What follows belongs to an exercise in optimizing a design on an open flow for small area and a short achievable clock period; a production flow would make more cautious choices. At most, simulation tests tie the RTL to the original design; equivalence was not proved.

Design qpsk_demod, start of the top module:
module qpsk_demod (
    input         clk,
    input         rst,
    input  [15:0] in_i,
    input  [15:0] in_q,
    output [15:0] i_sync,
    output [15:0] q_sync,
    output        bit_sync,
    output [31:0] sym_iq
);
clock: 8.5 ns
lec_check: 0
abc_clock_period_in_ps: 3000
cap_margin: 20
core_margin: 2
core_utilization: 40
setup_slack_margin: 5
slew_margin: 20
synth_hierarchical: 1
synth_memory_max_bits: 65536
run.sh (not shown) runs the stock make flow with config.mk's settings and CLKGATE_MAP_FILE= SYNTH_SCRIPT=/design/flow/synth_recipe.tcl, a recipe that flattens the netlist after the stock synthesis.
Edit:
==> flow/flow/run.sh (new file) <==
#!/bin/bash
set -euo pipefail
bash standard.sh SETUP_SLACK_MARGIN=6 finish > flow_standard.log 2>&1
==> flow/standard.sh (new file) <==
#!/bin/bash
# synth_recipe.tcl (not shown) runs the flow's synth.tcl, then flattens the netlist and writes it again
# the make line also repeats each setting of config.mk as NAME=value (left out here)
make -C /OpenROAD-flow-scripts/flow DESIGN_CONFIG=/design/flow/config.mk WORK_HOME=/design/flow/orfs CLKGATE_MAP_FILE= SYNTH_SCRIPT=/design/flow/synth_recipe.tcl "${@:-finish}"
ABC_CLOCK_PERIOD_IN_PS = unset   (was 3000)
removed: flow/run.sh
The changed run passed the timing, DRC and antenna checks; die area stays the same; design area goes up by 13%; clock skew goes down by 14 ps; sequential share of layout area goes down by 5.1 points.
Edit:
==> flow/run.sh (new file) <==
#!/bin/bash
# synth_recipe.tcl (not shown) runs the flow's synth.tcl, then flattens the netlist and writes it again
# the make line also repeats each setting of config.mk as NAME=value (left out here)
make -C /OpenROAD-flow-scripts/flow DESIGN_CONFIG=/design/flow/config.mk WORK_HOME=/design/flow/orfs CLKGATE_MAP_FILE= SYNTH_SCRIPT=/design/flow/synth_recipe.tcl finish
removed: flow/flow/run.sh
removed: flow/standard.sh
=> The new run passed the timing, DRC and antenna checks; count of clock-buffer cells in the layout went down by 8; die area is unchanged; final cell count went down by 5.2%; synthesized area stays the same; synthesized cell count is unchanged; worst setup slack improved by 9.4 ps; sequential share of layout area went up by 5.1 points; wire length went down by 16%; final area went down by 12%; hold slack got worse by 29 ps.
No functional check of the RTL was part of any run of this note.

* * *

Setup of run 1:
qpsk_demod, a different RTL version from the one above (not shown whole).
Size in the first run: about 5600 cells after synthesis, ~99 I/O pins, about 69000 µm² of cells after synthesis.
export LEC_CHECK = 0
export CAP_MARGIN = 20
export CORE_MARGIN = 2
export CORE_UTILIZATION = 50
export CTS_CLUSTER_DIAMETER = 100
export CTS_CLUSTER_SIZE = 25
export SETUP_SLACK_MARGIN = 5
export SLEW_MARGIN = 20
export SYNTH_HIERARCHICAL = 1
export SYNTH_MEMORY_MAX_BITS = 65536
create_clock -name core_clock -period 8.5 [get_ports {clk}]
Stock flow here: none of the scripts above is used.
Run 1: no failed stages, no open violations at the end
> inputs changed (run 1 -> run 2)
==> flow/flow/run.sh (new file) <==
#!/bin/bash
set -euo pipefail
bash standard.sh SETUP_SLACK_MARGIN=5.5 finish > flow_standard.log 2>&1
==> flow/standard.sh (new file) <==
#!/bin/bash
# synth_recipe.tcl (not shown) runs the flow's synth.tcl, then flattens the netlist and writes it again
# the make line also repeats each setting of config.mk as NAME=value (left out here)
make -C /OpenROAD-flow-scripts/flow DESIGN_CONFIG=/design/flow/config.mk WORK_HOME=/design/flow/orfs CLKGATE_MAP_FILE= SYNTH_SCRIPT=/design/flow/synth_recipe.tcl "${@:-finish}"
removed: flow/run.sh
- Run 2 ran to completion and came out clean on the timing, DRC and antenna checks.
- Against run 1 as the reference, run 2 delivers a higher global routing usage summed across all routing layers.
- Of run 2 and run 1, run 1 shows the lower non-clock buffer count, with run 2 above it.
- On amount of wire on met3 after detailed routing: between run 2 and run 1, it ends up lower for run 1.
- Compared to run 1, the router laid down more metal wire for run 2.
- In the tables for run 2 and run 1, share of the clock period used by the worst path after layout reads higher with run 1.
- When the final numbers for run 2 and run 1 were put side by side, the portion of the layout cell area used by non-clock buffers turned out to be smaller in run 1.
- Max wire length of the first global-routing pass across run 2 and run 1: run 2
- The higher maximum number of pins on one net before global-route repair of run 2 and run 1 is in run 1.
What run 3 does differently from run 2 at the input level:
==> flow/flow/run.sh <==
#!/bin/bash
set -euo pipefail
bash standard.sh SETUP_SLACK_MARGIN=5.3 finish > flow_standard.log 2>&1
Findings:
Re final period demand of the worst path: run 3 is 0.038 ns down on run 2. Against run 2, the final cell area of run 3 is lower. On worst setup slack: between run 3 and run 2, it ends up higher for run 3. Run 3 vs. run 2: final estimated routing congestion in global placement moved down; non-clock buffer count went down; port buffer count stayed essentially flat. Run 3 -> run 2: mean cell area of the mapped netlist flat. [compare] base=run 2 new=run 3: sequential share of layout area went up by 1.9 points, synthesis-to-finish area growth went down by 4.8 points.

* * *

## the reference run
qpsk_demod, a different RTL version from the one above (not shown whole).
Size: ~6500 cells after synthesis, ~1800 flip-flops, about 73000 sq um of cells after synthesis.
clock: 8.5 ns
lec_check: 0
cap_margin: 20
core_margin: 2
core_utilization: 40
slew_margin: 20
synth_memory_max_bits: 65536
Stock flow here: none of the scripts above is used.
The reference run has completed all stages; timing, DRC and antenna checks passed.
For the trial run, these inputs were changed with respect to the reference run:
Settings: SETUP_SLACK_MARGIN: unset -> 5.
## What came out
Diff the reference run -> the trial run: total of clock buffers placed in the layout has decreased; count of final setup violators neither gained nor lost much; met2 capacity usage during global routing now sits lower.
The final layout from the trial run, which completed every stage, passed the timing, DRC and antenna checks at the end of the flow.
[compare] base=the reference run new=the trial run: routed wire length went up 960 um, maximum clock frequency climbed 17%, number of violations reported at the end of detailed-routing iteration 0 down 1.1%.
The reference run -> the trial run: number of synthesized flops with an enable pin delta 0, exact match
On worst hold slack: between the trial run and the reference run, it ends up higher for the reference run.
Total of buffers placed on input and output ports came out exactly the same in the trial run and the reference run.
No functional check of the RTL was part of any run of this note.

## afterwards: timing with drivers on the ports
The flow's constraints put no driver on any port. The routed layouts listed below were extracted and timed again, unchanged, in two steps. Step 1 assumes that a clkbuf_16 drives the clock port and a buf_2 every other input. Step 2 moves the port delays by t, midway between the first and last clock arrival at a register: inputs arrive t later, outputs are due t later. That takes back most of the time a late clock gives input paths. a / b / c = no drivers / after step 1 / after step 2; a / b = the first two.
run | shift t [ns] | slack for setup (ns) | worst hold slack (ns) | worst setup path at the end
the first run of note 1 | 0.859 | 4.868 / 4.868 / 4.868 | 0.269 / 0.269 / 0.269 | register to register
the second run of note 1 | 0.863 | 4.859 / 4.859 / 4.859 | 0.298 / 0.298 / 0.298 | register to register
the third run of note 1 | 0.859 | 4.868 / 4.868 / 4.868 | 0.269 / 0.269 / 0.269 | register to register
run 1 | 0.804 | 4.994 / 4.956 / 4.604 | 0.300 / 0.300 / 0.300 | input, reset recovery
run 2 | 0.816 | 5.284 / 5.284 / 5.013 | 0.317 / 0.317 / 0.317 | input, reset recovery
run 3 | 0.788 | 5.323 / 5.263 / 5.073 | 0.306 / 0.306 / 0.306 | input, reset recovery
the reference run | 0.887 | 4.245 / 4.245 / 4.245 | 0.305 / 0.305 / 0.305 | register to register
the trial run | 0.891 | 4.862 / 4.862 / 4.862 | 0.267 / 0.267 / 0.267 | register to register
After both steps every run listed still meets setup and hold. The setup slack of run 1, which loses most, moves by -0.038 ns with the drivers and by -0.390 ns with both steps. Setup slack includes reset recovery checks.
